From an optimization exercise on the open Yosys and OpenROAD flow, aimed at small area, a short achievable clock period and few clock cycles; shortcuts taken in it are not production practice. The RTL was checked by simulation tests, not by an equivalence proof against the original design. Power is estimated from default activity; no workload was simulated.

$ cat design/flow/run.sh
#!/bin/bash
# synth_recipe.tcl (not shown) runs the flow's synth.tcl, then flattens the netlist and writes it again
# the make line also repeats each setting of config.mk as NAME=value (left out here)
make -C /OpenROAD-flow-scripts/flow DESIGN_CONFIG=/design/flow/config.mk WORK_HOME=/design/flow/orfs CLKGATE_MAP_FILE= SYNTH_SCRIPT=/design/flow/synth_recipe.tcl finish
$ cat design/flow/config.mk
export PLATFORM = sky130hd
export DESIGN_NAME = CLE
export DESIGN_NICKNAME = CLE
export VERILOG_FILES = /design/flow/design.v
export SDC_FILE = /design/flow/constraint.sdc
export NUM_CORES = 4
export LEC_CHECK = 0
export CAP_MARGIN = 30
export CORE_MARGIN = 2
export CORE_UTILIZATION = 50
export PLACE_DENSITY = 0.6
export SETUP_SLACK_MARGIN = 5
export SLEW_MARGIN = 20
$ cat design/flow/constraint.sdc
create_clock -name core_clock -period 9.0 [get_ports {clk}]
set_input_delay 1.8000 -clock core_clock [delete_from_list [all_inputs] [get_ports {clk}]]
set_output_delay 1.8000 -clock core_clock [all_outputs]
set_load 0.01 [all_outputs]
$ cat design/flow/design.v
`timescale 1ns/10ps
module CLE ( clk, reset, rom_q, rom_a, sram_q, sram_a, sram_d, sram_wen, finish);
input         clk;
input         reset;
input  [7:0]  rom_q;
output [6:0]  rom_a;
input  [7:0]  sram_q;
output [9:0]  sram_a;
output [7:0]  sram_d;
output        sram_wen;
output        finish;
reg  [9:0] sram_a;
reg        sram_wen;
reg        finish;
reg        s_wait, s_rs0, s_rs1, s_rs2, s_rs3, s_cmp, s_put, s_slw;
reg        early;        
reg        fin_st;       
reg  [9:0] pos;          
reg  [7:0] P;            
reg        pz;
reg        nNW, nN, nW;  
reg        fNW, fN, fW;  
reg        Lz;           
reg        wf;           
reg  [3:0] mods;         
reg  [7:0] newv;         
reg        decq;         
function [1:0] cmp8;
    input [7:0] a, b;
    reg   [7:0] g, l;
    reg   [3:0] g2, l2;
    reg   [1:0] g4, l4;
    integer i;
    begin
        for (i = 0; i < 8; i = i + 1) begin
            g[i] = a[i] & ~b[i];
            l[i] = ~a[i] & b[i];
        end
        for (i = 0; i < 4; i = i + 1) begin
            g2[i] = g[2*i+1] | (~l[2*i+1] & g[2*i]);
            l2[i] = l[2*i+1] | (~g[2*i+1] & l[2*i]);
        end
        for (i = 0; i < 2; i = i + 1) begin
            g4[i] = g2[2*i+1] | (~l2[2*i+1] & g2[2*i]);
            l4[i] = l2[2*i+1] | (~g2[2*i+1] & l2[2*i]);
        end
        cmp8 = {g4[1] | (~l4[1] & g4[0]), l4[1] | (~g4[1] & l4[0])};
    end
endfunction
reg  [6:0] rom_a;        
reg        f127;         
reg        fdone;        
reg        rv;           
reg  [7:0] cw;
reg        gap;          
assign sram_d = P;
wire [7:0] q_rev = {rom_q[0], rom_q[1], rom_q[2], rom_q[3],
                    rom_q[4], rom_q[5], rom_q[6], rom_q[7]};
wire [7:0] qm = q_rev & {~f127, 6'b111111, ~(~f127 & (rom_a == 7'd0))};
wire [6:0] nbi  = f127 ? 7'd127 : rom_a;
wire       qnz  = qm != 8'd0;
wire       nbv  = rv & ~fdone & qnz;        
wire [7:0] nb   = qm;
wire       nbadj = ~gap;                    
wire [2:0] o      = pos[2:0];
wire       rem_nz = |cw;
wire       avail  = rem_nz | nbv;
wire [7:0] srcw   = rem_nz ? cw : nb;
reg  [2:0] off, offm1;
reg  [7:0] oneh;
always @(*) begin
    casez (srcw)
    8'b???????1: begin off = 3'd0; offm1 = 3'd7; oneh = 8'b00000001; end
    8'b??????10: begin off = 3'd1; offm1 = 3'd0; oneh = 8'b00000010; end
    8'b?????100: begin off = 3'd2; offm1 = 3'd1; oneh = 8'b00000100; end
    8'b????1000: begin off = 3'd3; offm1 = 3'd2; oneh = 8'b00001000; end
    8'b???10000: begin off = 3'd4; offm1 = 3'd3; oneh = 8'b00010000; end
    8'b??100000: begin off = 3'd5; offm1 = 3'd4; oneh = 8'b00100000; end
    8'b?1000000: begin off = 3'd6; offm1 = 3'd5; oneh = 8'b01000000; end
    default:     begin off = 3'd7; offm1 = 3'd6; oneh = 8'b10000000; end
    endcase
end
wire [6:0] wd      = rem_nz ? pos[9:3] : nbi;
wire [9:0] nextpix = {wd, off};
wire [4:0] pr      = pos[9:5];
wire [4:0] pc      = pos[4:0];
wire [4:0] prm1    = pr - 5'd1;
wire [4:0] nbrm1   = nbi[6:2] - 5'd1;
wire [4:0] nrm1    = rem_nz ? prm1 : nbrm1;
wire [1:0] nwm1    = wd[1:0] - 2'd1;
wire [9:0] nx1     = {nrm1, (srcw[0] ? {nwm1, 3'd7} : {wd[1:0], offm1})};
wire       done    = fdone & ~rem_nz & ~nbv;
wire [2:0] op1     = o + 3'd1;
wire       cont    = rem_nz ? cw[op1]
                            : (rv & ~fdone & nbadj & nb[0] & (o == 3'd7) & (pos[4:3] != 2'd3));
wire       last_slw = (mods & (mods - 4'd1)) == 4'd0;
wire       nomods   = (mods == 4'd0);
wire       take     = (s_wait & avail & ~fin_st) | s_rs0 | (s_put & nomods & (cont | early));
wire       take_nb  = take & ~rem_nz;
wire       advance  = (rv & ~fdone & ~qnz) | take_nb;
always @(posedge clk or posedge reset) begin
    if (reset) begin
        rom_a <= 7'd0;
        f127  <= 1'b0;
        fdone <= 1'b0;
        rv    <= 1'b0;
        cw    <= 8'd0;
    end else begin
        if (take) cw <= srcw & ~oneh;
        rv <= ~advance;
        if (advance) begin
            if (f127)                    fdone <= 1'b1;
            else if (rom_a == 7'd126) begin
                rom_a <= 7'd0;
                f127  <= 1'b1;
            end else                     rom_a <= rom_a + 7'd1;
        end
    end
end
always @(posedge clk) begin
    if (take_nb)     gap <= 1'b0;
    else if (advance) gap <= 1'b1;
end
wire [7:0] Wv = (wf & ~Lz) ? P : 8'd0;
wire [7:0] Pe = pz ? 8'd0 : P;
wire [7:0] NE = sram_q;
wire       nwin = early ? s_rs1 : s_rs2;
wire [7:0] ca = nwin ? Wv : Pe;
wire [1:0] cab = cmp8(ca, sram_q);
wire [7:0] pmax = cab[0] ? sram_q : ca;
wire [1:0] cNP = cmp8(NE, Pe), cNn = cmp8(NE, newv), cPn = cmp8(Pe, newv);
wire [7:0] m   = (cNP[1] & cNn[1]) ? NE : (cPn[0] ? newv : Pe);
wire       plt = cPn[0] | cNP[1];           
wire       nz0 = ~|newv;
wire       nNE = |NE;
wire [3:0] mods_n = {nNW & (fNW | plt), nN & (fN | plt),
                     nNE & (cNP[0] | cNn[0]), nW & (fW | plt)};
wire       s0  = ~cPn[1] & ~cNn[1];         
wire [4:0] prp1 = pr + 5'd1;
wire [4:0] pcm1 = pc - 5'd1;
wire [4:0] pcp1 = pc + 5'd1;
wire [4:0] pcp2 = pc + 5'd2;
reg  [7:0] hoh;            
always @(*) begin
    case (pcp1[2:0])
    3'd0: hoh = 8'b00000001;
    3'd1: hoh = 8'b00000011;
    3'd2: hoh = 8'b00000111;
    3'd3: hoh = 8'b00001111;
    3'd4: hoh = 8'b00011111;
    3'd5: hoh = 8'b00111111;
    3'd6: hoh = 8'b01111111;
    default: hoh = 8'b11111111;
    endcase
end
wire       hword  = (nbi == {prp1, pcp1[4:3]});
wire       hazard = ~rem_nz & hword & ((nb & hoh) == (hoh & ~{1'b0, hoh[7:1]}));
wire       go_early = ~cont & avail & ~hazard;
always @(posedge clk) begin
    if (s_cmp) begin
        P   <= m;
        pz  <= nz0 & ~nN & ~nNE;
        nNW <= nN;
        nN  <= nNE;
        nW  <= ~nz0;
        fNW <= 1'b0;
        fN  <= 1'b0;
        fW  <= 1'b0;
    end else if (nwin | s_rs3) begin
        P   <= pmax;
        pz  <= 1'b0;
        if (nwin) begin
            nNW <= |sram_q;
            nW  <= wf & ~Lz;
            fNW <= cab[1];
            fW  <= cab[0];
        end else begin
            nN  <= |sram_q;
            fN  <= cab[1];
            fNW <= fNW | cab[0];
            fW  <= fW | cab[0];
        end
    end
    if (take) pos <= nextpix;
    if (s_wait | s_rs0 | (s_cmp & go_early))  sram_a <= nx1;
    else if (s_cmp)                           sram_a <= {prm1, pcp2};
    else if (s_rs1)                           sram_a <= {prm1, pc};
    else if (s_rs2)                           sram_a <= {prm1, pcp1};
    else if (s_slw)
        sram_a <= mods[3] ? {prm1, pcm1} : mods[2] ? {prm1, pc} :
                  mods[1] ? {prm1, pcp1} : {pr, pcm1};
    else                                      sram_a <= pos;
    if (s_cmp) early <= go_early;
    else if (s_wait | s_rs0) early <= 1'b0;
    if (s_wait | s_rs0) wf <= cont;
    else if (s_put)     wf <= cont;
    if (s_cmp) mods <= mods_n;
    else if (s_slw) begin
        if (mods[3])      mods[3] <= 1'b0;
        else if (mods[2]) mods[2] <= 1'b0;
        else if (mods[1]) mods[1] <= 1'b0;
        else              mods[0] <= 1'b0;
    end
end
always @(posedge clk or posedge reset) begin
    if (reset) begin
        s_wait <= 1'b1;
        s_rs0  <= 1'b0;
        s_rs1  <= 1'b0;
        s_rs2  <= 1'b0;
        s_rs3  <= 1'b0;
        s_cmp  <= 1'b0;
        s_put  <= 1'b0;
        s_slw  <= 1'b0;
        fin_st   <= 1'b0;
        sram_wen <= 1'b1;
        finish   <= 1'b0;
        newv     <= 8'd250;
        Lz       <= 1'b1;
    end else begin
        sram_wen <= ~((s_put & ~Lz) | s_slw);
        if (s_wait & fin_st) finish <= 1'b1;
        if (s_wait & ~avail & done) fin_st <= 1'b1;
        if (s_cmp) begin
            Lz   <= nz0;
            decq <= nz0 | s0;
        end
        if (s_put & decq) newv <= newv - 8'd1;
        s_wait <= (s_wait & ~(avail & ~fin_st)) | (s_put & nomods & ~cont & ~early & ~avail) |
                  (s_slw & last_slw & ~avail);
        s_rs0  <= (s_put & nomods & ~cont & ~early & avail) | (s_slw & last_slw & avail);
        s_rs1  <= (s_wait & avail & ~fin_st) | s_rs0 | (s_put & nomods & ~cont & early);
        s_rs2  <= s_rs1;
        s_rs3  <= s_rs2;
        s_cmp  <= s_rs3 | (s_put & nomods & cont);
        s_put  <= s_cmp;
        s_slw  <= (s_put & ~nomods) | (s_slw & ~last_slw);
    end
end
endmodule
==> flow_summary.json, run 1 <==
{
  "worst_ep_required_time_ns": 9.24,
  "netlist.area_leader.share_pct": 15.0,
  "synth-main-ff-cell": "edfxtp_1",
  "portBuffers": 44,
  "drv_cap": 0,
  "synthCells": 646,
  "rows": 39,
  "combPwrFrac_pct": 37.9,
  "intPower_mw": 0.905,
  "max_freq_mhz": 255,
  "worstSetupPathType": "in -> reg",
  "routedWlPerCell_um": 18.2,
  "grt_max_degree": 30,
  "synth_top_family_by_area": "compound AO/OA/AOI/OAI gates",
  "synthTopCellsByArea": "edfxtp_1 15%, dfrtp_1 12%, dfxtp_1 4.8%, dfstp_2 4.1%, ha_1 3.7%",
  "clk_latency_ns": 0.34,
  "dpl_cell_area_mm2": 0.00626,
  "fillCellCount": 1037,
  "tns_ns": 0,
  "reg2reg_slack_ns": 5.62,
  "timing.rr.start": "pos[1]",
  "ir_drop_mv": 0.172,
  "hold_path.class": "reg -> reg",
  "clk_pin_slew_worst_paths_ns": 0.06,
  "clock-skew-final_ns": 0.00741,
  "core-area_mm2": 0.0114,
  "grt_remaining_overflow": 0,
  "hold_viol_final": 0,
  "muxShareOfSynthArea_pct": 2.54,
  "synth_top_area_cell": "edfxtp_1",
  "p_per_area_mw_per_mm2": 216,
  "ys_warn_count": 1,
  "cts_hold_buf": 0,
  "p_sw_mw": 0.544,
  "grt_pass1_vias": 5027,
  "nets": 714,
  "p_clk_share_pct": 25.0,
  "setup_viol": 0,
  "cts_buffers": 9,
  "synth.net_count": 681,
  "start_util_pct": 51.1,
  "synthTopCellsByCount": "49 x nor2_1, 45 x nand2_1, 39 x inv_1, 39 x o21ai_0, 37 x a21oi_1",
  "synthXorXnorAreaFrac_pct": 3.73,
  "cp-endpoint": "rom_a[5]",
  "p_leak_nw": 2.74,
  "rsz0062_at_grt": "yes",
  "syn_area_mm2": 0.00581,
  "max_slew.worst_pin.slew_ns": 0.965,
  "yosysMostFrequentCell": "nor2_1",
  "drv_slew": 0,
  "final_cell_count_no_fill": 827,
  "io_pins": 45,
  "power_mw": 1.45,
  "cts_tree": "yes",
  "die_w_um": 112,
  "path_max_fanout": 11,
  "vias_per_cell": 6.13,
  "firstDrtPassIters": 4,
  "synth-simple-area-share_pct": 22.1,
  "drive_gt1_share_pct": 13.2,
  "dp_hpwl_um": 11100,
  "grt_pass1_wl_um": 25200,
  "ys_types": 93,
  "setup.worst_path.start": "rom_q[4]",
  "drt_iter0_drc": 255,
  "seq_area_mm2": 0.00211,
  "whs_ns": 0.487,
  "avgSynthCellArea_um2": 8.99,
  "synth_fa_ha_area_share_pct": 5.95,
  "area_growth_pct": 15.5,
  "period_share_pct": 43.6,
  "fin_ws_ns": 5.08,
  "r2r-end": "sram_a[6]",
  "cp-end-kind": "flop",
  "p_seq_share_pct": 37.1,
  "yosysSeqAreaShare_pct": 36.4,
  "detail-route-antenna-nets": 0,
  "place_inst": 804,
  "multi_input_area_mm2": 0.00348,
  "relSlewSlack_pct": 35.3,
  "fin_crit_ns": 3.92,
  "final_util_pct": 59.0,
  "place_congestion": 0.909,
  "cp-start-kind": "input port",
  "die_area_mm2": 0.0125,
  "crit_arrival_ns": 4.16,
  "vias": 5068,
  "status": "complete, no violations",
  "switching_share_pct": 37.5,
  "cts.path.max_buffers": 2,
  "reg2reg_depth": 9,
  "n_antenna_cell": 0,
  "htreeDepth": 3,
  "final_cell_area_mm2": 0.00671,
  "die_h_um": 112,
  "place_ws_ns": 4.10,
  "ys_seq_elements": 81,
  "synth_compound_area_share_pct": 23.6,
  "wl_um": 15100,
  "grt.total_usage_pct": 24.9,
  "clock-root-buffer": "clkbuf_16",
  "async_flop_share_pct": 46.9,
  "synth-edff-count": 29,
  "cts_sinks": 81,
  "drcViolationCount": 0,
  "grt_antenna_before_repair": 0
}
==> flip-flops by register name, summed over array words and instances (netlist names), 4 cells and up <==
name	count
newv	8
sram_a	10
cw	8
mods	4
P	8
rom_a	7
pos	10
==> metal layers <==
metal  track usage, %  wire length [µm]
met3             3.59               571
met2             43.6              7680
met5                0                 0
met1             30.9              6580
met4             10.1               251
==> worst min-delay path by stage <==
stage              to   start  cells after the start
2_1_floorplan   s_rs2   s_rs1                      0
5_1_grt        finish  finish                      1
4_1_cts           gap     gap                      1
3_3_place_gp      gap     gap                      1
6_report       finish  finish                      1
3_5_place_dp      gap     gap                      1
==> critical path: stages <==
cell	delay, ns
clkdlybuf4s50_1	0.45
or2_2	0.34
nor4_4	0.27
a31oi_2	0.17
a21oi_2	0.22
a21boi_4	0.26
clkinv_4	0.09
a21o_4	0.25
nand2b_4	0.13
o31ai_1	0.10
o41ai_1	0.08
==> repair_timing <==
action | in CTS | in global routing
resized for setup | 27 | 18
setup buffers | 3 | 4
endpoints found under the setup margin | 42 | 29
pin swaps | 3 | 8
==> logic make-up (layout without fill, tap and decap cells) <==
| logic type | after synthesis | count (layout) |
|---|---|---|
| DFF | 81 | 81 |
| buffers and inverters | 72 | 110 |
| xor gates and xnor gates | 23 | 23 |
| AOI/OAI and AO/OA | 194 | 194 |
| and+or+nand+nor | 234 | 234 |
| adders and majority gates | 30 | 30 |
| muxes | 12 | 12 |
==> cells in the final DEF, fill, tap and decap left out, types with 12 or more instances in the layout <==
master,count
nor2_1,47
nand2_1,44
inv_1,39
o21ai_0,38
a21oi_1,36
clkdlybuf4s50_1,34
edfxtp_1,29
dfrtp_1,29
nor2b_1,22
xnor2_1,18
ha_1,17
dfxtp_1,14
nand3_1,13
nor3_1,13
nand2b_1,12
o221ai_1,12
==> power groups by stage <==
stage | logic [mW] | registers [mW] | clock network (mW)
after detailed placement | 0.531 | 0.543 | 0
after global placement | 0.524 | 0.542 | 0
after floorplan | 0.407 | 0.511 | 0
after CTS | 0.542 | 0.536 | 0.370
after global routing | 0.609 | 0.549 | 0.386
final | 0.549 | 0.538 | 0.362
==> final cells by class <==
cell class,instances,area share [%]
multi-input cells,493,51.8
flip-flops and latches,81,31.5
repair buffers,53,7.33
clock buffers,10,3.41
well taps,143,2.67
inverters,41,2.37
clock inverters,6,0.877
Testbench counts, summed over its fixed seeds: cycles 52,360.
==> inputs of run 2 (changes only) <==
==> design/flow/flow/run.sh (new file) <==
#!/bin/bash
set -euo pipefail
bash standard.sh "BUFFER_PORTS_ARGS=-buffer_cell sky130_fd_sc_hd__buf_1" finish > flow_make.log 2>&1
==> design/flow/standard.sh (new file) <==
#!/bin/bash
# synth_recipe.tcl (not shown) runs the flow's synth.tcl, then flattens the netlist and writes it again
# the make line also repeats each setting of config.mk as NAME=value (left out here)
make -C /OpenROAD-flow-scripts/flow DESIGN_CONFIG=/design/flow/config.mk WORK_HOME=/design/flow/orfs CLKGATE_MAP_FILE= SYNTH_SCRIPT=/design/flow/synth_recipe.tcl "${@:-finish}"
--- a/design/flow/config.mk
+++ b/design/flow/config.mk
@@ -8,6 +8,8 @@
 export CAP_MARGIN = 30
 export CORE_MARGIN = 2
 export CORE_UTILIZATION = 50
+export CTS_BUF_LIST = sky130_fd_sc_hd__clkbuf_8
+export CTS_CLUSTER_SIZE = 30
 export PLACE_DENSITY = 0.6
 export SETUP_SLACK_MARGIN = 5
 export SLEW_MARGIN = 20
removed: design/flow/run.sh
==> run 2 against run 1 <==
Against the previous run: global-route usage shrank 0.19 points; final cell count fell by 0.60%; fmax down 0.24%; clock skew grew 0.0078 ns; critical endpoint is now P[1]; worst setup slack lost 0.0096 ns; core utilization fell by 3.8 points; final area shrank 6.5%; area after synthesis unchanged; die area unchanged; non-clock buffer count is 5 lower; sequential power about the same.
==> flow_summary.json, run 2 <==
{
  "vias": 5041,
  "ir_drop_mv": 0.216,
  "wl_um": 15000,
  "switching_share_pct": 38.5,
  "tns_ns": 0,
  "synthTopCellsByArea": "edfxtp_1 15%, dfrtp_1 12%, dfxtp_1 4.8%, dfstp_2 4.1%, ha_1 3.7%",
  "synth_fa_ha_area_share_pct": 5.95,
  "grt_max_degree": 35,
  "r2r-end": "rom_a[5]",
  "min_to": "gap",
  "hold_path.class": "reg -> reg",
  "ys_warn_count": 1,
  "synthTopCellsByCount": "49 x nor2_1, 45 x nand2_1, 39 x inv_1, 39 x o21ai_0, 37 x a21oi_1",
  "async_flop_share_pct": 46.9,
  "muxShareOfSynthArea_pct": 2.54,
  "die_h_um": 112,
  "synthXorXnorAreaFrac_pct": 3.73,
  "yosysMostFrequentCell": "nor2_1",
  "drcViolationCount": 0,
  "setup_viol": 0,
  "hp-start": "gap",
  "synth_top_area_cell": "edfxtp_1",
  "synth_top_family_by_area": "compound AO/OA/AOI/OAI gates",
  "synthCells": 646,
  "grt_remaining_overflow": 0,
  "cp-start-kind": "input port",
  "status": "complete, no violations",
  "die_area_mm2": 0.0125,
  "hold_viol_final": 0,
  "synth_compound_area_share_pct": 23.6,
  "final_util_pct": 55.2,
  "drt_iter0_drc": 412,
  "grt_pass1_wl_um": 25000,
  "ys_seq_elements": 81,
  "synth.net_count": 681,
  "detail-route-antenna-nets": 0,
  "fin_crit_ns": 3.93,
  "place_inst": 804,
  "reg2reg_slack_ns": 5.55,
  "crit_arrival_ns": 4.02,
  "max_freq_mhz": 254,
  "p_seq_share_pct": 39.7,
  "path_max_fanout": 10,
  "max_slew.worst_pin.slew_ns": 0.940,
  "cts_buffers": 9,
  "htreeDepth": 3,
  "place_congestion": 0.881,
  "clock-skew-final_ns": 0.0152,
  "syn_area_mm2": 0.00581,
  "drv_slew": 0,
  "cts_hold_buf": 0,
  "cts.path.max_buffers": 2,
  "p_per_area_mw_per_mm2": 215,
  "synth-main-ff-cell": "edfxtp_1",
  "yosysSeqAreaShare_pct": 36.4,
  "relSlewSlack_pct": 37.0,
  "clk_latency_ns": 0.37,
  "p_sw_mw": 0.519,
  "area_growth_pct": 8.04,
  "worstSetupPathType": "in -> reg",
  "rsz0062_at_grt": "yes",
  "cp-end-kind": "flop",
  "p_clk_share_pct": 22.4,
  "dp_hpwl_um": 11100,
  "rows": 39,
  "routedWlPerCell_um": 18.2,
  "die_w_um": 112,
  "p_leak_nw": 2.53,
  "avgSynthCellArea_um2": 8.99,
  "netlist.area_leader.share_pct": 15.0,
  "vias_per_cell": 6.13,
  "clock-root-buffer": "clkbuf_8",
  "period_share_pct": 43.7,
  "grt_antenna_before_repair": 0,
  "combPwrFrac_pct": 37.9,
  "synth-edff-count": 29,
  "cts_sinks": 81,
  "cts_tree": "yes",
  "grt.total_usage_pct": 24.7,
  "reg2reg_depth": 10,
  "firstDrtPassIters": 5,
  "n_antenna_cell": 0,
  "synth-simple-area-share_pct": 22.1,
  "start_util_pct": 51.1,
  "intPower_mw": 0.830,
  "worst_ep_required_time_ns": 9.09,
  "drv_cap": 0,
  "layout_common_cells": "49 x nor2_1, 45 x nand2_1, 42 x buf_1",
  "timing.rr.start": "cw[4]",
  "top_regs": "pos x10, sram_a x10",
  "portBuffers": 44,
  "hold_depth": 1,
  "layout_commonest_cell": "nor2_1",
  "nets": 709,
  "io_pins": 45,
  "clk_pin_slew_worst_paths_ns": 0.08,
  "core-area_mm2": 0.0114,
  "grt_pass1_vias": 4839,
  "ys_types": 93,
  "drive_gt1_share_pct": 10.6,
  "final_cell_count_no_fill": 822
}
[run 2: metrics by stage]
step           cell area, µm²  hold WS [ns]  total power, mW  worst slack [ns]
2_1_floorplan            5810         0.349            0.918              5.15
3_3_place_gp             5990         0.480             1.04              4.54
3_5_place_dp             5990         0.477             1.04              4.40
4_1_cts                  6230         0.490             1.35              5.07
5_1_grt                  6270         0.496             1.45              5.00
6_report                 6270         0.493             1.35              5.07
[run 2: cell type report]
type,instances,area [µm²]
Multi-Input combinational cell,493,3400
Sequential cell,81,2110
Fill cell,1061,5090
Clock buffer,11,151
Tap cell,143,179
Inverter,41,156
Clock inverter,5,72.6
Timing Repair Buffer,48,198
[run 2: power by group through the flow]
stage / Sequential (mW) / Clock, mW / Combinational (mW)
finish: 0.536 / 0.302 / 0.511
global route: 0.548 / 0.328 / 0.572
CTS: 0.535 / 0.311 / 0.506
detailed placement: 0.543 / 0 / 0.501
global placement: 0.541 / 0 / 0.495
floorplan: 0.511 / 0 / 0.407
[run 2: cells by family after synthesis]
kind of cell	after synthesis
XOR/XNOR	23
flip-flops	81
multiplexers	12
adder cells (fa/ha/maj)	30
buffers and inverters	72
AND/OR/NAND/NOR	234
AO/OA/AOI/OAI	194
[run 2: worst max-delay path by stage]
| stage | from | end | slack, ns | depth (start not counted) |
|---|---|---|---|---|
| 4_1_cts | sram_q[1] | P[1] | 5.07 | 9 |
| 3_3_place_gp | sram_q[1] | P[6] | 4.54 | 8 |
| 2_1_floorplan | sram_q[5] | P[3] | 5.15 | 10 |
| 3_5_place_dp | sram_q[1] | P[2] | 4.40 | 8 |
| 5_1_grt | sram_q[4] | P[0] | 5.00 | 8 |
| 6_report | sram_q[0] | P[1] | 5.07 | 9 |
[run 2: timing repair]
| item | 4_1_cts | 5_1_grt |
|---|---|---|
| pin swaps | 0 | 2 |
| gates resized for setup | 4 | 9 |
| setup endpoints to repair | 8 | 14 |
| buffers inserted | 0 | 1 |
[run 2: per-layer routing]
layer / wire (µm) / vias to the layer above / GRT usage [%]
li1: - / 2454 / -
met1: 6750 / 2446 / 32.5
met2: 7390 / 123 / 41.3
met3: 527 / 18 / 3.97
met4: 308 / 0 / 8.89
met5: 0 / - / 0
[run 2: worst max-delay path: stages]
cell and delay, ns:
buf_1 0.23, inv_1 0.10, o31a_1 0.29, maj3_2 0.31
maj3_2 0.33, o21ai_2 0.14, a21bo_2 0.32, a31oi_4 0.32
o221ai_1 0.17
==> inputs of run 3 (changes only) <==
--- a/design/flow/config.mk
+++ b/design/flow/config.mk
@@ -9,7 +9,8 @@
 export CORE_MARGIN = 2
 export CORE_UTILIZATION = 50
 export CTS_BUF_LIST = sky130_fd_sc_hd__clkbuf_8
-export CTS_CLUSTER_SIZE = 30
+export CTS_CLUSTER_DIAMETER = 150
+export CTS_CLUSTER_SIZE = 40
 export PLACE_DENSITY = 0.6
 export SETUP_SLACK_MARGIN = 5
 export SLEW_MARGIN = 20
==> run 3 against run 2 <==
Against the previous run: still clean on timing, DRC and antenna; worst setup slack is the same; sequential share of layout area stayed put; non-clock buffer count did not move; global-route usage unchanged; register-to-register slack about the same; sequential power barely moved; die area unchanged; core utilization unchanged; area after synthesis stayed put; critical path type unchanged; critical endpoint unchanged; highest routed layer unchanged.
==> flow_summary.json, run 3 <==
{
  "clock-skew-final_ns": 0.0152,
  "cts_hold_buf": 0,
  "drv_cap": 0,
  "nets": 709,
  "drt_iter0_drc": 412,
  "drv_slew": 0,
  "drcViolationCount": 0,
  "crit_arrival_ns": 4.02,
  "hold_path.class": "reg -> reg",
  "worstSetupPathType": "in -> reg",
  "clock-root-buffer": "clkbuf_8",
  "place_ws_ns": 4.40,
  "tns_ns": 0,
  "status": "complete, no violations",
  "synthCells": 646,
  "whs_ns": 0.493,
  "cts_buffers": 9,
  "routedWlPerCell_um": 18.2,
  "place_congestion": 0.881,
  "netlist.area_leader.share_pct": 15.0,
  "period_share_pct": 43.7,
  "fillCellCount": 1061,
  "wl_um": 15000,
  "htreeDepth": 3,
  "cts_tree": "yes",
  "synth_top_area_cell": "edfxtp_1",
  "n_antenna_cell": 0,
  "final_cell_area_mm2": 0.00627,
  "grt_pass1_wl_um": 25000,
  "die_area_mm2": 0.0125,
  "critPathTopFamily": "compound AO/OA/AOI/OAI gates",
  "yosysSeqAreaShare_pct": 36.4,
  "ys_types": 93,
  "clk_pin_slew_worst_paths_ns": 0.08,
  "grt_remaining_overflow": 0,
  "seq_area_mm2": 0.00211,
  "grt_pass1_vias": 4839,
  "synthTopCellsByArea": "edfxtp_1 15%, dfrtp_1 12%, dfxtp_1 4.8%, dfstp_2 4.1%, ha_1 3.7%",
  "ys_seq_elements": 81,
  "drive_gt1_share_pct": 10.6,
  "start_util_pct": 51.1,
  "io_pins": 45,
  "max_slew.worst_pin.slew_ns": 0.940,
  "ys_warn_count": 1,
  "synth.net_count": 681,
  "die_w_um": 112,
  "rsz0062_at_grt": "yes",
  "firstDrtPassIters": 5,
  "dp_hpwl_um": 11100,
  "layout_commonest_cell": "nor2_1",
  "cp-end-kind": "flop",
  "multi_input_area_mm2": 0.00340,
  "fin_ws_ns": 5.07,
  "avgSynthCellArea_um2": 8.99,
  "area_growth_pct": 8.04,
  "rows": 39,
  "met2_length_um": 7390,
  "ir_drop_mv": 0.216,
  "portBuffers": 44,
  "p_leak_nw": 2.53,
  "routedLengthMet1_um": 6750,
  "cts_sinks": 81,
  "grt_antenna_before_repair": 0,
  "cp-start-kind": "input port",
  "critPathSlowestCell": "maj3_2",
  "routed.top_layer": "met4",
  "hold_viol_final": 0,
  "vias_per_cell": 6.13,
  "yosysMostFrequentCell": "nor2_1",
  "relSlewSlack_pct": 37.0,
  "grt_max_degree": 35,
  "dpl_cell_area_mm2": 0.00599,
  "synthTopCellsByCount": "49 x nor2_1, 45 x nand2_1, 39 x inv_1, 39 x o21ai_0, 37 x a21oi_1",
  "layout_common_cells": "49 x nor2_1, 45 x nand2_1, 42 x buf_1",
  "cpPeakStageDelay_ns": 0.33,
  "clk_latency_ns": 0.37,
  "detail-route-antenna-nets": 0,
  "syn_area_mm2": 0.00581,
  "vias": 5041,
  "async_flop_share_pct": 46.9,
  "wl_met3_um": 527,
  "final_cell_count_no_fill": 822,
  "core-area_mm2": 0.0114,
  "max_freq_mhz": 254,
  "setup_viol": 0,
  "path_max_fanout": 10,
  "fin_crit_ns": 3.93,
  "p_per_area_mw_per_mm2": 215,
  "die_h_um": 112,
  "path_cells": "buf_1 -> inv_1 -> o31a_1 -> maj3_2 -> maj3_2 -> o21ai_2 -> a21bo_2 -> a31oi_4 -> o221ai_1",
  "place_inst": 804,
  "synth-main-ff-cell": "edfxtp_1",
  "path_common_cell": "maj3_2",
  "worst_ep_required_time_ns": 9.09,
  "grt.total_usage_pct": 24.7,
  "cp_num_buf_inv": 2,
  "cts.path.max_buffers": 2,
  "synth-edff-count": 29,
  "top_regs": "pos x10, sram_a x10"
}
[run 3: cell counts in the layout (fill, tap and decap cells not counted)]
Identical to the previous run, type by type.
[run 3: worst paths after layout]
check	slack, ns	start	end	cells after the start
max in group asynchronous	6.68	reset	newv[1]	3
min in group asynchronous	1.50	reset	s_rs1	2
max	5.07	sram_q[0]	P[1]	9
min	0.49	gap	gap	1
max reg2reg	5.55	cw[4]	rom_a[5]	10
min reg2reg	0.49	gap	gap	1
[run 3: layout make-up]
cell class                 count  area share [%]
multi-input combinational    493            54.3
sequential                    81            33.7
inverter                      41            2.49
timing repair buffer          48            3.15
tap                          143            2.85
clock inverter                 5            1.16
clock buffer                  11            2.41
[run 3: metrics by stage]
step | utilization [%] | power, mW
6_report | 55.2 | 1.35
5_1_grt | 55.2 | 1.45
4_1_cts | 54.8 | 1.35
3_5_place_dp | 52.7 | 1.04
3_3_place_gp | 52.7 | 1.04
2_1_floorplan | - | 0.918
[run 3: logic make-up (layout without fill, tap and decap cells)]
kind of cell	after synthesis	count (layout)	synth area share (%)
xor gates and xnor gates	23	23	3.73
DFF	81	81	36.4
muxes	12	12	2.54
adders and majority gates	30	30	5.95
buffers and inverters	72	105	5.71
and+or+nand+nor	234	234	22.1
AOI/OAI and AO/OA	194	194	23.6
[run 3: where the power goes]
part | total (mW) | internal (mW) | switching, mW
Combinational | 0.511 | 0.207 | 0.304
Clock | 0.302 | 0.169 | 0.132
Sequential | 0.536 | 0.453 | 0.0830
[run 3: repair_timing]
item / 4_1_cts / 5_1_grt
resized for setup: 4 / 9
pin swaps: 0 / 2
setup buffers: 0 / 1
setup endpoints to repair: 8 / 14
[run 3: metal layers]
| layer | up-vias | global-route usage (%) |
|---|---|---|
| met4 | 0 | 8.89 |
| met5 | - | 0 |
| li1 | 2454 | - |
| met3 | 18 | 3.97 |
| met2 | 123 | 41.3 |
| met1 | 2446 | 32.5 |
==> inputs of run 4 (changes only) <==
==> design/flow/config.mk (replaced) <==
export PLATFORM = sky130hd
export DESIGN_NAME = CLE
export DESIGN_NICKNAME = CLE
export VERILOG_FILES = /design/flow/design.v
export SDC_FILE = /design/flow/constraint.sdc
export NUM_CORES = 4
export LEC_CHECK = 0
export ABC_AREA = 1
export CAP_MARGIN = 30
export CORE_MARGIN = 2
export CORE_UTILIZATION = 50
export CTS_BUF_LIST = sky130_fd_sc_hd__clkbuf_8
export PLACE_DENSITY = 0.6
export SETUP_SLACK_MARGIN = 5
export SLEW_MARGIN = 20
==> run 4 against run 3 <==
Against the previous run: still clean; die area up 5.0%; non-clock buffer count stayed put; worst setup slack better by 0.61 ns; synthesized cell count is 39% higher; power increased by 69%; final area is 4.3% higher; sequential power is 26% higher; global-route usage up 4.0 points; worst hold slack got worse by 0.016 ns; clock-buffer cell count shrank 1; area after synthesis rose by 5.2%; critical endpoint is now P[6]; largest cell class unchanged.
==> flow_summary.json, run 4 <==
{
  "netlist.area_leader.share_pct": 15.2,
  "nets": 972,
  "yosysSeqAreaShare_pct": 34.6,
  "die_w_um": 115,
  "rows": 40,
  "top_regs": "pos x10, sram_a x10",
  "avgSynthCellArea_um2": 6.82,
  "synthTopCellsByCount": "248 x nand2_1, 112 x inv_1, 87 x nor2_1",
  "firstDrtPassIters": 5,
  "drive_gt1_share_pct": 8.17,
  "synth-edff-count": 29,
  "rsz0062_at_grt": "no",
  "grt_remaining_overflow": 0,
  "path_max_fanout": 9,
  "p_leak_nw": 3.21,
  "cts-resized-gates": 0,
  "reg2reg_depth": 12,
  "synthTopCellsByArea": "nand2_1 15%, edfxtp_1 14%, dfrtp_1 12%, nand3_1 7.0%, inv_1 6.9%",
  "core-area_mm2": 0.0120,
  "die_h_um": 115,
  "ys_types": 48,
  "wl_um": 17900,
  "cp-start-kind": "input port",
  "place_congestion": 0.964,
  "cts_sinks": 81,
  "max_freq_mhz": 301,
  "syn_area_mm2": 0.00611,
  "cts_buffers": 9,
  "grt_antenna_before_repair": 0,
  "portBuffers": 44,
  "period_share_pct": 36.9,
  "io_pins": 45,
  "drcViolationCount": 0,
  "synth-main-ff-cell": "edfxtp_1",
  "cts_hold_buf": 0,
  "hold_path.class": "reg -> reg",
  "hold_depth": 2,
  "die_area_mm2": 0.0131,
  "synthCells": 896,
  "clk_pin_slew_worst_paths_ns": 0.08,
  "drv_cap": 0,
  "routedWlPerCell_um": 16.4,
  "start_util_pct": 51.1,
  "status": "complete, no violations",
  "area_growth_pct": 7.06,
  "async_flop_share_pct": 46.9,
  "final_util_pct": 54.7,
  "post_cts_buffers": 0,
  "wl_met3_um": 616,
  "vias": 6029,
  "yosysMostFrequentCell": "nand2_1",
  "grt.total_usage_pct": 28.7,
  "clk_latency_ns": 0.38,
  "detail-route-antenna-nets": 0,
  "grt_pass1_vias": 5873,
  "routed.top_layer": "met4",
  "ys_warn_count": 1,
  "routedLengthMet1_um": 7390,
  "grt_max_degree": 32,
  "vias_per_cell": 5.54,
  "met2_length_um": 9120,
  "relSlewSlack_pct": 63.8,
  "worstSetupPathType": "in -> reg",
  "fin_crit_ns": 3.32,
  "ir_drop_mv": 0.176,
  "drv_slew": 0,
  "max_slew.worst_pin.slew_ns": 0.543,
  "cts_tree": "yes",
  "p_per_area_mw_per_mm2": 348,
  "drt_iter0_drc": 446,
  "synth.net_count": 931,
  "ys_seq_elements": 81,
  "dp_hpwl_um": 13900,
  "layout_common_cells": "248 x nand2_1, 115 x inv_1, 87 x nor2_1",
  "hold_viol_final": 0,
  "clock-root-buffer": "clkbuf_8",
  "crit_arrival_ns": 3.46,
  "layout_commonest_cell": "nand2_1",
  "tns_ns": 0,
  "setup_viol": 0,
  "htreeDepth": 3,
  "n_antenna_cell": 0,
  "synth_top_area_cell": "nand2_1",
  "cp-end-kind": "flop",
  "grt_pass1_wl_um": 29200,
  "clock-skew-final_ns": 0.0226,
  "worst_ep_required_time_ns": 9.14,
  "fillCellCount": 1242,
  "cts.path.max_buffers": 2
}
-- run 4: cells by family (layout without fill, tap and decap cells) --
family                     count (synthesis)  after routing  synth area share [%]
and+or+nand+nor                          494            494                  35.8
buffers and inverters                    143            189                  9.60
AOI/OAI and AO/OA                        131            131                  12.3
DFF                                       81             81                  34.6
xor gates and xnor gates                  29             29                  4.16
adders and majority gates                 17             17                  3.48
muxes                                      1              1                 0.164
-- run 4: path summary, 6_finish.rpt --
| path | startpoint | endpoint | slack (ns) |
|---|---|---|---|
| setup / recovery | sram_q[7] | P[6] | 5.68 |
| max in group asynchronous | reset | newv[6] | 6.83 |
| hold / removal | finish | finish | 0.48 |
| hold reg to reg | finish | finish | 0.48 |
| setup reg to reg | pos[0] | sram_a[8] | 5.86 |
| min in group asynchronous | reset | cw[3] | 1.38 |
-- run 4: report_power, final --
part	internal, mW	switching (mW)	leakage, nW	total, mW
Clock	0.106	0.141	0.101	0.247
Combinational	0.412	0.941	2.27	1.35
Sequential	0.561	0.116	0.836	0.677
Total	1.08	1.20	3.21	2.28
-- run 4: worst max-delay path: stages --
cell and delay [ns]:
buf_1 0.13, inv_1 0.21, nor2_1 0.08, a31oi_1 0.14, inv_1 0.07, a31oi_1 0.34
nand2_1 0.16, nand2_2 0.18, inv_2 0.10, nand2_1 0.07, nand2_1 0.06, nand2_1 0.06
nand2_1 0.05
-- run 4: final cells by class --
class	instances	area, µm²	area share [%]
multi-input cells	672	3410	52.1
flip-flops and latches	81	2110	32.3
inverters	125	469	7.17
repair buffers	48	195	2.98
well taps	147	184	2.81
clock buffers	10	138	2.10
clock inverters	6	32.5	0.497
-- run 4: metrics by stage --
stage          instance area [µm²]  worst slack (ns)  power [mW]  hold slack [ns]  instances
2_1_floorplan                 6110              5.78        1.66            0.416        896
5_1_grt                       6540              5.54        2.49            0.525       1089
6_report                      6540              5.68        2.28            0.477       1089
3_5_place_dp                  6370              5.31        2.02            0.463       1072
4_1_cts                       6540              5.72        2.27            0.485       1088
3_3_place_gp                  6370              5.33        2.00            0.444       1072
-- run 4: routing by layer --
metal / GRT usage (%) / vias to the layer above
met5: 0 / -
met4: 13.6 / 0
met3: 3.81 / 50
met2: 52.0 / 170
met1: 33.3 / 2809
li1: - / 3000
==> inputs of run 5 (changes only) <==
==> design/flow/config.mk (replaced) <==
export PLATFORM = sky130hd
export DESIGN_NAME = CLE
export DESIGN_NICKNAME = CLE
export VERILOG_FILES = /design/flow/design.v
export SDC_FILE = /design/flow/constraint.sdc
export NUM_CORES = 4
export LEC_CHECK = 0
export CAP_MARGIN = 30
export CORE_MARGIN = 2
export CORE_UTILIZATION = 70
export CTS_BUF_LIST = sky130_fd_sc_hd__clkbuf_8
export PLACE_DENSITY = 0.8
export SETUP_SLACK_MARGIN = 5
export SLEW_MARGIN = 20
==> run 5 against run 4 <==
Against the previous run: still clean; critical endpoint is now rom_a[4]; clock skew down 0.015 ns; largest power group is now sequential cells; sequential power down about 20%; via count down 13%; fmax down 15%; non-clock buffer count down 1.
==> flow_summary.json, run 5 <==
{
  "hold_viol_final": 0,
  "place_ws_ns": 4.57,
  "grt_max_degree": 39,
  "hold_depth": 0,
  "status": "complete, no violations",
  "cts_tree": "yes",
  "rsz0062_at_grt": "no",
  "grt_remaining_overflow": 0,
  "grt.total_usage_pct": 34.4,
  "grt_pass1_vias": 5156,
  "drt_iter0_drc": 337,
  "htreeDepth": 3,
  "vias": 5265,
  "synth-edff-count": 29,
  "r2r-end": "sram_a[1]",
  "whs_ns": 0.520,
  "grt_pass1_wl_um": 24300,
  "vias_per_cell": 6.72,
  "drive_gt1_share_pct": 10.9,
  "tns_ns": 0,
  "clock-root-buffer": "clkbuf_8",
  "crit_arrival_ns": 4.18,
  "min_to": "s_rs3",
  "layout_common_cells": "49 x nor2_1, 45 x nand2_1, 42 x buf_1",
  "ir_drop_mv": 0.162,
  "reg2reg_depth": 7,
  "relSlewSlack_pct": 36.4,
  "wl_um": 14800,
  "netlist.area_leader.share_pct": 15.0,
  "ys_warn_count": 1,
  "die_w_um": 95.1,
  "reg2reg_slack_ns": 5.51,
  "avgSynthCellArea_um2": 8.99,
  "syn_area_mm2": 0.00581,
  "synth.net_count": 681,
  "p_leak_nw": 2.52,
  "nets": 708,
  "fin_ws_ns": 5.08,
  "setup_viol": 0,
  "ys_types": 93,
  "fin_crit_ns": 3.92,
  "worstSetupPathType": "in -> reg",
  "start_util_pct": 71.4,
  "clock-skew-final_ns": 0.00771,
  "cts_sinks": 81,
  "clk_latency_ns": 0.36,
  "max_slew.worst_pin.slew_ns": 0.951,
  "drv_cap": 0,
  "max_freq_mhz": 255,
  "clk_pin_slew_worst_paths_ns": 0.09,
  "synth-main-ff-cell": "edfxtp_1",
  "synth_top_area_cell": "edfxtp_1",
  "core-area_mm2": 0.00813,
  "dp_hpwl_um": 10900,
  "ys_seq_elements": 81,
  "final_cell_count_no_fill": 783,
  "timing.rr.start": "cw[4]",
  "final_cell_area_mm2": 0.00621,
  "routedWlPerCell_um": 18.9,
  "place_inst": 766,
  "p_per_area_mw_per_mm2": 219,
  "cp-start-kind": "input port",
  "synthTopCellsByCount": "49 x nor2_1, 45 x nand2_1, 39 x inv_1, 39 x o21ai_0, 37 x a21oi_1",
  "die_h_um": 95.1,
  "detail-route-antenna-nets": 0,
  "rows": 33,
  "hp-start": "s_rs2",
  "firstDrtPassIters": 5,
  "cts_hold_buf": 0,
  "synthTopCellsByArea": "edfxtp_1 15%, dfrtp_1 12%, dfxtp_1 4.8%, dfstp_2 4.1%, ha_1 3.7%",
  "period_share_pct": 43.6,
  "io_pins": 45,
  "die_area_mm2": 0.00904,
  "cp-end-kind": "flop",
  "cts.path.max_buffers": 2,
  "yosysSeqAreaShare_pct": 36.4,
  "area_growth_pct": 6.98,
  "top_regs": "pos x10, sram_a x10",
  "yosysMostFrequentCell": "nor2_1",
  "hold_path.class": "reg -> reg",
  "grt_antenna_before_repair": 0,
  "layout_commonest_cell": "nor2_1",
  "drcViolationCount": 0,
  "dpl_cell_area_mm2": 0.00594,
  "async_flop_share_pct": 46.9,
  "worst_ep_required_time_ns": 9.26,
  "n_antenna_cell": 0,
  "drv_slew": 0,
  "cts_buffers": 9,
  "place_congestion": 0.900,
  "portBuffers": 44,
  "path_max_fanout": 12,
  "synthCells": 646
}
==> run 5: how the worst max path moves through the flow <==
stage,from,endpoint,slack (ns),cells past startpoint
6_report,rom_q[6],rom_a[4],5.08,11
4_1_cts,sram_q[5],P[6],5.05,9
3_5_place_dp,sram_q[1],P[4],4.57,8
2_1_floorplan,sram_q[5],P[3],5.15,10
3_3_place_gp,sram_q[0],P[5],4.66,8
5_1_grt,rom_q[6],rom_a[4],5.00,11
==> run 5: metrics by stage <==
stage          utilization (%)  power, mW
4_1_cts                   75.8       1.34
6_report                  76.4       1.36
5_1_grt                   76.4       1.44
3_3_place_gp              73.1       1.03
2_1_floorplan                -      0.918
3_5_place_dp              73.1       1.05
==> run 5: what timing repair did <==
| action | 4_1_cts | 5_1_grt |
|---|---|---|
| resized for setup | 2 | 11 |
| pin swaps | 0 | 2 |
| setup endpoints to repair | 12 | 15 |
| endpoints found under the hold margin | 0 | 0 |
| gates cloned | 0 | 0 |
| buffers inserted | 0 | 1 |
==> run 5: routing by layer <==
metal / up-vias / GRT usage (%) / share of wire [%]
li1: 2450 / - / -
met1: 2497 / 41.6 / 40
met2: 264 / 59.4 / 50
met3: 54 / 4.27 / 6.2
met4: 0 / 19.0 / 4.0
met5: - / 0 / 0
==> run 5: cell families after synthesis <==
family          after synthesis  synth area share, %
fa+ha+maj                    30                 5.95
mux                          12                 2.54
xor+xnor                     23                 3.73
flops                        81                 36.4
simple gates                234                 22.1
compound gates              194                 23.6
buf+inv                      72                 5.71
==> run 5: worst max-delay path: stages <==
cell and delay (ns):
buf_1 0.21, or4_4 0.48, o22ai_4 0.17, a31oi_1 0.19, a21oi_2 0.26, a21boi_4 0.29, inv_4 0.13, a21o_4 0.26
nand2b_2 0.19, o31ai_1 0.11, o31ai_1 0.09
==> run 5: layout make-up <==
cell class                 count  area [µm²]
timing repair buffer          47         190
clock inverter                 7        95.1
tap                          105         131
multi-input combinational    493        3400
fill                         603        1920
sequential                    81        2110
clock buffer                   9         124
inverter                      41         156
==> run 5: report_power, final <==
| group | total [mW] | switching (mW) | internal (mW) |
|---|---|---|---|
| sequential | 0.539 | 0.0857 | 0.453 |
| clock | 0.300 | 0.143 | 0.156 |
| combinational | 0.521 | 0.313 | 0.208 |
| total | 1.36 | 0.542 | 0.818 |
==> inputs of run 6 (changes only) <==
--- a/design/flow/config.mk
+++ b/design/flow/config.mk
@@ -5,6 +5,7 @@
 export SDC_FILE = /design/flow/constraint.sdc
 export NUM_CORES = 4
 export LEC_CHECK = 0
+export ABC_AREA = 1
 export CAP_MARGIN = 30
 export CORE_MARGIN = 2
 export CORE_UTILIZATION = 70
==> run 6 against run 5 <==
Against the previous run: still clean; first-iteration DRC count rose by 64%; final area rose by 4.8%; worst hold slack got worse by 0.023 ns; final cell count rose by 34%; via count rose by 19%; sequential share of layout area fell by 1.6 points; worst setup slack improved by 0.63 ns; fmax rose by 19%; clock power fell by 3%; synthesized cell count rose by 39%; area after synthesis rose by 5.2%; clock skew rose by 0.0055 ns; critical endpoint is now P[0]; highest routed layer unchanged.
==> flow_summary.json, run 6 <==
{
  "status": "complete, no violations",
  "layout_commonest_cell": "nand2_1",
  "path_max_fanout": 9,
  "top_regs": "pos x10, sram_a x10",
  "final_util_pct": 75.8,
  "tns_ns": 0,
  "timing.rr.start": "pos[0]",
  "async_flop_share_pct": 46.9,
  "wl_um": 17200,
  "area_growth_pct": 6.55,
  "place_congestion": 1.03,
  "grt_pass1_wl_um": 28700,
  "ys_seq_elements": 81,
  "grt_pass1_vias": 6173,
  "combPwrFrac_pct": 57.7,
  "drive_gt1_share_pct": 8.20,
  "post_cts_buffers": 0,
  "detail-route-antenna-nets": 0,
  "relSlewSlack_pct": 39.2,
  "p_clk_share_pct": 12.4,
  "io_pins": 45,
  "cts.path.max_buffers": 2,
  "p_per_area_mw_per_mm2": 358,
  "worst_ep_required_time_ns": 9.12,
  "synthCells": 896,
  "place_inst": 1031,
  "netlist.area_leader.share_pct": 15.2,
  "cp-endpoint": "P[0]",
  "syn_area_mm2": 0.00611,
  "cp-start-kind": "input port",
  "cp_num_buf_inv": 3,
  "routedWlPerCell_um": 16.4,
  "clock-skew-final_ns": 0.0133,
  "hold_path.class": "reg -> reg",
  "setup_viol": 0,
  "dpl_cell_area_mm2": 0.00630,
  "clock-root-buffer": "clkbuf_8",
  "reg2reg_slack_ns": 5.76,
  "firstDrtPassIters": 6,
  "drv_slew": 0,
  "yosysMostFrequentCell": "nand2_1",
  "ys_types": 48,
  "vias_per_cell": 6.00,
  "drt_iter0_drc": 553,
  "cts_buffers": 9,
  "hold_viol_final": 0,
  "layout_common_cells": "248 x nand2_1, 112 x inv_1, 87 x nor2_1",
  "die_h_um": 97.4,
  "drv_cap": 0,
  "cts_tree": "yes",
  "final_cell_area_mm2": 0.00651,
  "fillCellCount": 672,
  "nets": 969,
  "drcViolationCount": 0,
  "intPower_mw": 1.10,
  "p_sw_mw": 1.23,
  "ys_warn_count": 1,
  "synth-main-ff-cell": "edfxtp_1",
  "grt_max_degree": 39,
  "crit_arrival_ns": 3.41,
  "grt_antenna_before_repair": 0,
  "switching_share_pct": 52.8,
  "setup.worst_path.start": "sram_q[0]",
  "n_antenna_cell": 0,
  "grt_remaining_overflow": 0,
  "die_w_um": 97.4,
  "synth-edff-count": 29,
  "critPathTopFamily": "simple AND/OR/NAND/NOR gates",
  "period_share_pct": 36.6,
  "grt.total_usage_pct": 37.1,
  "r2r-end": "sram_a[2]",
  "clk_pin_slew_worst_paths_ns": 0.09,
  "cts_hold_buf": 0,
  "htreeDepth": 3,
  "core-area_mm2": 0.00859,
  "start_util_pct": 71.1,
  "cpPeakStageDelay_ns": 0.25,
  "final_cell_count_no_fill": 1047,
  "path_cells": "buf_1 -> inv_1 -> o21ai_0 -> nand3_1 -> nand2_1 -> nand2_1 -> nand2_1 -> nand2_2 -> inv_2 -> nand2_1 -> nand3_1 -> nand2_1",
  "avgSynthCellArea_um2": 6.82,
  "worstSetupPathType": "in -> reg",
  "synthTopCellsByArea": "nand2_1 15%, edfxtp_1 14%, dfrtp_1 12%, nand3_1 7.0%, inv_1 6.9%",
  "reg2reg_depth": 11,
  "vias": 6286,
  "synthTopCellsByCount": "248 x nand2_1, 112 x inv_1, 87 x nor2_1",
  "critPathSlowestCell": "o21ai_0",
  "fin_crit_ns": 3.29,
  "max_slew.worst_pin.slew_ns": 0.909,
  "clk_latency_ns": 0.37,
  "rows": 34,
  "die_area_mm2": 0.00949,
  "p_leak_nw": 3.19,
  "synth_top_area_cell": "nand2_1",
  "hp-start": "finish",
  "cp-end-kind": "flop",
  "synth.net_count": 931,
  "path_common_cell": "nand2_1",
  "cts_sinks": 81,
  "dp_hpwl_um": 13100,
  "portBuffers": 44,
  "critical_path_depth": 12,
  "max_freq_mhz": 304,
  "rsz0062_at_grt": "no",
  "cts-resized-gates": 0,
  "ir_drop_mv": 0.232,
  "yosysSeqAreaShare_pct": 34.6,
  "p_seq_share_pct": 29.9
}
run 6: cell types whose count changed in the layout (fill, tap and decap cells not counted), sizes merged, moves of 12 or more:
| cell | delta |
|---|---|
| nand2 | +221 |
| xor2 | +19 |
| maj3 | -13 |
| o21ai | +12 |
| nor2b | -25 |
| xnor2 | -12 |
| nand2b | -13 |
| nand3 | +73 |
| nor2 | +48 |
| inv | +84 |
run 6: kinds of logic after synthesis:
group           count (synthesis)  share of synthesized area [%]
fa+ha+maj                      17                           3.48
buf+inv                       143                           9.60
simple gates                  494                           35.8
compound gates                131                           12.3
flops                          81                           34.6
xor+xnor                       29                           4.16
mux                             1                          0.164
run 6: worst reg2reg max path: stages (launching register included):
cell,delay [ns]
edfxtp_1,0.60
ha_1,0.32
ha_1,0.43
o21ai_0,0.30
nand2_1,0.14
nand2_1,0.09
xor2_1,0.17
nand3_1,0.15
o21ai_2,0.44
nand2_2,0.28
nand2_1,0.13
nand2_1,0.07
run 6: worst min-delay path by stage:
stage | endpoint | cells past startpoint | slack (ns)
after floorplan | s_put | 0 | 0.42
after global placement | gap | 2 | 0.44
after detailed placement | finish | 2 | 0.47
after CTS | finish | 2 | 0.49
after global routing | s_rs2 | 0 | 0.53
final | finish | 2 | 0.50
run 6: through the flow:
stage / setup WS (ns) / hold slack [ns] / power (mW)
final: 5.71 / 0.497 / 2.33
after floorplan: 5.78 / 0.416 / 1.66
after global placement: 5.43 / 0.445 / 1.95
after detailed placement: 5.40 / 0.469 / 2.00
after CTS: 5.76 / 0.493 / 2.30
after global routing: 5.50 / 0.529 / 2.52
run 6: final cells by class:
type | instances | area, µm² | share of cell area (%)
clock buffers | 9 | 124 | 1.90
inverters | 125 | 469 | 7.20
repair buffers | 45 | 173 | 2.65
multi-input cells | 672 | 3410 | 52.4
clock inverters | 7 | 86.3 | 1.33
flip-flops and latches | 81 | 2110 | 32.4
well taps | 108 | 135 | 2.07
run 6: per-layer routing:
metal / share of wire, % / GRT usage [%]
met1: 39 / 45.5
met2: 49 / 61.4
met3: 8.4 / 7.41
met4: 4.1 / 20.4
met5: 0 / 0
run 6: power groups by stage:
stage	Sequential [mW]	Combinational, mW	Clock, mW
final	0.697	1.35	0.290
after global routing	0.706	1.51	0.303
after CTS	0.689	1.32	0.289
after detailed placement	0.695	1.31	0
after global placement	0.690	1.27	0
after floorplan	0.652	1.01	0
==> inputs of run 7 (changes only) <==
==> design/flow/config.mk (replaced) <==
export PLATFORM = sky130hd
export DESIGN_NAME = CLE
export DESIGN_NICKNAME = CLE
export VERILOG_FILES = /design/flow/design.v
export SDC_FILE = /design/flow/constraint.sdc
export NUM_CORES = 4
export LEC_CHECK = 0
export CAP_MARGIN = 30
export CORE_MARGIN = 2
export CORE_UTILIZATION = 50
export CTS_BUF_LIST = sky130_fd_sc_hd__clkbuf_4 sky130_fd_sc_hd__clkbuf_8
export CTS_CLUSTER_DIAMETER = 60
export CTS_CLUSTER_SIZE = 20
export PLACE_DENSITY = 0.6
export SETUP_SLACK_MARGIN = 5
export SLEW_MARGIN = 20
==> run 7 against run 6 <==
Against the previous run: worst hold slack lost 0.0053 ns; sequential cell count is the same; power shrank 42%; fmax decreased by 16%; critical path type unchanged; worst setup slack worse by 0.63 ns; still clean; global-route usage down 12 points; synthesized cell count decreased by 28%; final area down 3.5%; highest routed layer unchanged; via count shrank 20%; routed wire length fell by 13%; final cell count is 21% lower.
==> flow_summary.json, run 7 <==
{
  "area_growth_pct": 8.16,
  "ys_types": 93,
  "vias_per_cell": 6.15,
  "place_congestion": 0.881,
  "drt_iter0_drc": 436,
  "r2r-end": "rom_a[5]",
  "rsz0062_at_grt": "yes",
  "cts.path.max_buffers": 2,
  "die_area_mm2": 0.0125,
  "grt_pass1_wl_um": 25000,
  "hold_viol_final": 0,
  "ys_seq_elements": 81,
  "synth-edff-count": 29,
  "path_max_fanout": 10,
  "synthTopCellsByCount": "49 x nor2_1, 45 x nand2_1, 39 x inv_1, 39 x o21ai_0, 37 x a21oi_1",
  "firstDrtPassIters": 5,
  "grtUsageMet2_pct": 41.4,
  "nets": 709,
  "cp-endpoint": "P[1]",
  "core-area_mm2": 0.0114,
  "dp_hpwl_um": 11100,
  "syn_area_mm2": 0.00581,
  "grt_antenna_before_repair": 0,
  "use_met1_pct": 32.5,
  "routedWlPerCell_um": 18.3,
  "period_share_pct": 43.6,
  "drv_cap": 0,
  "busiest_layer": "met2",
  "synth-main-ff-cell": "edfxtp_1",
  "grt_pass1_vias": 4842,
  "max_freq_mhz": 255,
  "cts_hold_buf": 0,
  "p_leak_nw": 2.53,
  "synthCells": 646,
  "wl_um": 15000,
  "clock-root-buffer": "clkbuf_8",
  "cts_buffers": 9,
  "fin_crit_ns": 3.93,
  "whs_ns": 0.492,
  "htreeDepth": 3,
  "avgSynthCellArea_um2": 8.99,
  "p_per_area_mw_per_mm2": 216,
  "synthTopCellsByArea": "edfxtp_1 15%, dfrtp_1 12%, dfxtp_1 4.8%, dfstp_2 4.1%, ha_1 3.7%",
  "drive_gt1_share_pct": 10.9,
  "reg2reg_slack_ns": 5.56,
  "n_antenna_cell": 0,
  "cp-end-kind": "flop",
  "cts_sinks": 81,
  "synth_top_area_cell": "edfxtp_1",
  "status": "complete, no violations",
  "tns_ns": 0,
  "async_flop_share_pct": 46.9,
  "clk_pin_slew_worst_paths_ns": 0.08,
  "crit_arrival_ns": 4.02,
  "start_util_pct": 51.1,
  "hold_depth": 1,
  "layout_commonest_cell": "nor2_1",
  "worst_ep_required_time_ns": 9.09,
  "clock-skew-final_ns": 0.0190,
  "vias": 5059,
  "ys_warn_count": 1,
  "layout_common_cells": "49 x nor2_1, 45 x nand2_1, 42 x buf_1",
  "use_met3_pct": 3.97,
  "die_h_um": 112,
  "grt_remaining_overflow": 0,
  "cp-start-kind": "input port",
  "setup_viol": 0,
  "max_slew.worst_pin.slew_ns": 0.926,
  "worstSetupPathType": "in -> reg",
  "drv_slew": 0,
  "die_w_um": 112,
  "grt_max_degree": 35,
  "rows": 39,
  "cts_tree": "yes",
  "timing.rr.start": "cw[4]",
  "detail-route-antenna-nets": 0,
  "portBuffers": 44,
  "synth.net_count": 681,
  "relSlewSlack_pct": 38.0,
  "dpl_cell_area_mm2": 0.00599,
  "netlist.area_leader.share_pct": 15.0,
  "setup.worst_path.start": "sram_q[0]",
  "drcViolationCount": 0,
  "yosysMostFrequentCell": "nor2_1",
  "grt.total_usage_pct": 24.7,
  "ir_drop_mv": 0.216,
  "reg2reg_depth": 10,
  "final_cell_area_mm2": 0.00628,
  "io_pins": 45,
  "top_regs": "pos x10, sram_a x10",
  "hold_path.class": "reg -> reg",
  "clk_latency_ns": 0.37,
  "yosysSeqAreaShare_pct": 36.4
}
-- run 7: changes by cell type in the layout (fill, tap and decap cells not counted), moves of 11 or more --
cell and change:
nand2b_1 +12, xor2_1 -19, nand3_1 -73, inv_1 -73, nor2b_1 +23, xnor2_1 +12
maj3_1 +11, nor2_1 -38, o221ai_1 +11, or3_1 +11, nand2_2 -11, o21ai_0 -13
nand2_1 -203
-- run 7: how the worst min path moves through the flow --
stage	startpoint	end	slack (ns)
floorplan	s_rs1	s_rs2	0.35
global placement	gap	gap	0.48
detailed placement	gap	gap	0.48
CTS	gap	gap	0.49
global route	gap	gap	0.50
finish	gap	gap	0.49
-- run 7: where the power goes --
group          internal [mW]  switching, mW  leakage [nW]
sequential             0.453         0.0832         0.859
combinational          0.207          0.304          1.55
clock                  0.177          0.135         0.120
total                  0.838          0.522          2.53
-- run 7: what timing repair did --
item	in CTS	in global routing
gates resized for setup	4	9
buffers inserted	0	1
cloned	0	0
endpoints found under the setup margin	8	14
hold endpoints to repair	0	0
pin swaps	0	2
-- run 7: routing by layer --
| layer | share of wire [%] | up-vias |
|---|---|---|
| met4 | 2.1 | 0 |
| met1 | 45 | 2464 |
| met2 | 49 | 126 |
| li1 | - | 2451 |
| met3 | 3.6 | 18 |
| met5 | 0 | - |
-- run 7: layout make-up --
cell class,count,area [µm²]
Clock buffer,13,166
Timing Repair Buffer,48,198
Clock inverter,3,65.1
Sequential cell,81,2110
Tap cell,143,179
Fill cell,1055,5090
Multi-Input combinational cell,493,3400
Inverter,41,156
-- run 7: logic make-up (layout without fill, tap and decap cells) --
family	after synthesis	count (layout)	synth area share, %
AO/OA/AOI/OAI	194	194	23.6
flip-flops	81	81	36.4
AND/OR/NAND/NOR	234	234	22.1
adder cells (fa/ha/maj)	30	30	5.95
XOR/XNOR	23	23	3.73
buffers and inverters	72	105	5.71
multiplexers	12	12	2.54
-- run 7: per-stage QoR --
step	util (%)	setup slack [ns]	total power, mW	instances
floorplan	-	5.15	0.918	646
global placement	52.7	4.54	1.04	804
detailed placement	52.7	4.40	1.04	804
CTS	54.9	5.07	1.36	820
global route	55.3	5.00	1.46	822
finish	55.3	5.07	1.36	822
-- run 7: worst max-delay path: stages --
cell and delay [ns]:
buf_1 0.23, inv_1 0.10, o31a_1 0.29, maj3_2 0.31
maj3_2 0.33, o21ai_2 0.14, a21bo_2 0.32, a31oi_4 0.32
o221ai_1 0.17
==> inputs of run 8 (changes only) <==
==> design/flow/flow/run.sh (replaced) <==
#!/bin/bash
set -euo pipefail
bash standard.sh "BUFFER_PORTS_ARGS=-buffer_cell sky130_fd_sc_hd__buf_1" SETUP_SLACK_MARGIN=6.1 finish > flow_make.log 2>&1
==> design/flow/config.mk (replaced) <==
export PLATFORM = sky130hd
export DESIGN_NAME = CLE
export DESIGN_NICKNAME = CLE
export VERILOG_FILES = /design/flow/design.v
export SDC_FILE = /design/flow/constraint.sdc
export NUM_CORES = 4
export LEC_CHECK = 0
export ABC_AREA = 1
export CAP_MARGIN = 30
export CORE_MARGIN = 2
export CORE_UTILIZATION = 50
export CTS_BUF_LIST = sky130_fd_sc_hd__clkbuf_8
export PLACE_DENSITY = 0.6
export SLEW_MARGIN = 20
==> run 8 against run 7 <==
Against the previous run: routed wire length up 25%; sequential share of layout area shrank 5.6 points; via count increased by 25%; still clean on timing, DRC and antenna; die area grew 5.0%; largest cell class unchanged.
==> flow_summary.json, run 8 <==
{
  "layout_commonest_cell": "nand2_1",
  "cts_tree": "yes",
  "hp-start": "finish",
  "rsz0062_at_grt": "yes",
  "vias": 6332,
  "timing.rr.start": "pos[1]",
  "cp_num_buf_inv": 2,
  "hold_depth": 2,
  "place_congestion": 0.949,
  "layout_common_cells": "217 x nand2_1, 99 x inv_1, 75 x nor2_1",
  "setup_viol": 0,
  "seq_area_mm2": 0.00212,
  "cts.path.max_buffers": 2,
  "die_area_mm2": 0.0131,
  "syn_area_mm2": 0.00611,
  "final_cell_area_mm2": 0.00755,
  "nets": 1012,
  "dp_hpwl_um": 13300,
  "power_mw": 2.68,
  "drive_gt1_share_pct": 22.9,
  "path_common_cell": "nand2_1",
  "critPathSlowestCell": "o21a_1",
  "netlist.area_leader.share_pct": 15.2,
  "yosysMostFrequentCell": "nand2_1",
  "final_util_pct": 63.2,
  "firstDrtPassIters": 7,
  "final_cell_count_no_fill": 1129,
  "path_cells": "buf_4 -> inv_4 -> nand2_2 -> o21ai_1 -> nand2_1 -> o21a_1 -> nand2_1 -> nand2_2 -> nand2_4 -> o211ai_1 -> nand3_1 -> nand2_1",
  "clock-skew-final_ns": 0.0178,
  "worstSetupPathType": "in -> reg",
  "async_flop_share_pct": 46.9,
  "max_freq_mhz": 332,
  "whs_ns": 0.474,
  "synthTopCellsByCount": "248 x nand2_1, 112 x inv_1, 87 x nor2_1",
  "reg2reg_depth": 10,
  "rows": 40,
  "max_slew.worst_pin.slew_ns": 0.900,
  "multi_input_area_mm2": 0.00390,
  "setup.worst_path.start": "sram_q[5]",
  "grt_pass1_wl_um": 29800,
  "crit_arrival_ns": 3.13,
  "p_leak_nw": 3.57,
  "io_pins": 45,
  "synthCells": 896,
  "grt_antenna_before_repair": 0,
  "yosysSeqAreaShare_pct": 34.6,
  "start_util_pct": 51.1,
  "area_growth_pct": 23.6,
  "fin_crit_ns": 3.01,
  "tns_ns": 0,
  "place_ws_ns": 5.25,
  "ys_types": 48,
  "status": "complete, no violations",
  "clk_pin_slew_worst_paths_ns": 0.09,
  "synth-edff-count": 29,
  "htreeDepth": 3,
  "clock-root-buffer": "clkbuf_8",
  "grt_remaining_overflow": 0,
  "drv_slew": 0,
  "synth.net_count": 931,
  "cts_sinks": 81,
  "clk_latency_ns": 0.37,
  "worst_ep_required_time_ns": 9.12,
  "cp-start-kind": "input port",
  "portBuffers": 44,
  "synth_top_area_cell": "nand2_1",
  "path_max_fanout": 5,
  "relSlewSlack_pct": 39.6,
  "grt_max_degree": 32,
  "ys_warn_count": 1,
  "period_share_pct": 33.4,
  "hold_path.class": "reg -> reg",
  "cp-end-kind": "flop",
  "p_per_area_mw_per_mm2": 354,
  "drcViolationCount": 0,
  "die_w_um": 115,
  "routedWlPerCell_um": 16.6,
  "ys_seq_elements": 81,
  "die_h_um": 115,
  "synthTopCellsByArea": "nand2_1 15%, edfxtp_1 14%, dfrtp_1 12%, nand3_1 7.0%, inv_1 6.9%",
  "ir_drop_mv": 0.213,
  "vias_per_cell": 5.61,
  "n_antenna_cell": 0,
  "place_inst": 1071,
  "synth-main-ff-cell": "edfxtp_1",
  "avgSynthCellArea_um2": 6.82,
  "critPathTopFamily": "simple AND/OR/NAND/NOR gates",
  "fillCellCount": 1101,
  "wl_um": 18700,
  "drt_iter0_drc": 483,
  "dpl_cell_area_mm2": 0.00638,
  "critical_path_depth": 12,
  "fin_ws_ns": 5.99,
  "cts_buffers": 9,
  "top_regs": "pos x10, sram_a x10",
  "grt_pass1_vias": 5978,
  "core-area_mm2": 0.0120,
  "detail-route-antenna-nets": 0,
  "grt.total_usage_pct": 29.1,
  "hold_viol_final": 0,
  "drv_cap": 0,
  "cpPeakStageDelay_ns": 0.21
}
run 8: cell count changes after synthesis, sizes merged, moves of 11 or more:
cell    delta
nand3     +73
o21ai     +12
xnor2     -12
o221ai    -11
nand2b    -13
maj3      -13
inv       +81
xor2      +19
o31ai     -11
or3       -11
nand2    +221
nor2b     -25
nor2      +48
run 8: kinds of logic after synthesis:
kind of cell	count (synthesis)	synth area share, %
buffers and inverters	143	9.60
AND/OR/NAND/NOR	494	35.8
adder cells (fa/ha/maj)	17	3.48
multiplexers	1	0.164
flip-flops	81	34.6
XOR/XNOR	29	4.16
AO/OA/AOI/OAI	131	12.3
run 8: final cells by class:
class,instances,area share (%)
multi-input cells,678,51.7
flip-flops and latches,81,28.0
repair buffers,82,8.25
inverters,125,6.81
well taps,147,2.43
clock buffers,9,1.64
clock inverters,7,1.18
run 8: metal layers:
metal | GRT usage [%] | vias to the layer above | share of wire (%)
li1 | - | 3091 | -
met1 | 34.7 | 2942 | 40
met2 | 50.9 | 233 | 51
met3 | 3.92 | 66 | 4.2
met4 | 15.0 | 0 | 4.6
met5 | 0 | - | 0
run 8: final timing paths:
check,endpoint,slack (ns)
worst min register to register,finish,0.47
worst max register to register,sram_a[7],6.27
worst min-delay path,finish,0.47
max in group asynchronous,rom_a[3],6.83
worst max-delay path,P[4],5.99
min in group asynchronous,cw[6],1.39
run 8: repair_timing:
item | 4_1_cts | 5_1_grt
setup buffers | 16 | 20
pin swaps | 18 | 46
cloned | 3 | 3
gates resized for setup | 65 | 115
setup endpoints to repair | 51 | 59
hold buffers | 0 | 0
run 8: tightest hold or removal path: stages (launching register included):
cell and delay, ns:
dfrtp_1 0.35, inv_1 0.04, nand2_1 0.05
run 8: power breakdown:
part           switching [mW]  internal [mW]
clock network           0.140          0.154
registers               0.115          0.561
logic                    1.12          0.587

Check on run 8: ideal ports give 5.992 ns setup slack; a clkbuf_16 on the clock port and buf_2 on the inputs give 6.006 ns; moving port delays by the midpoint clock arrival (0.401 ns) as well gives 5.605 ns.
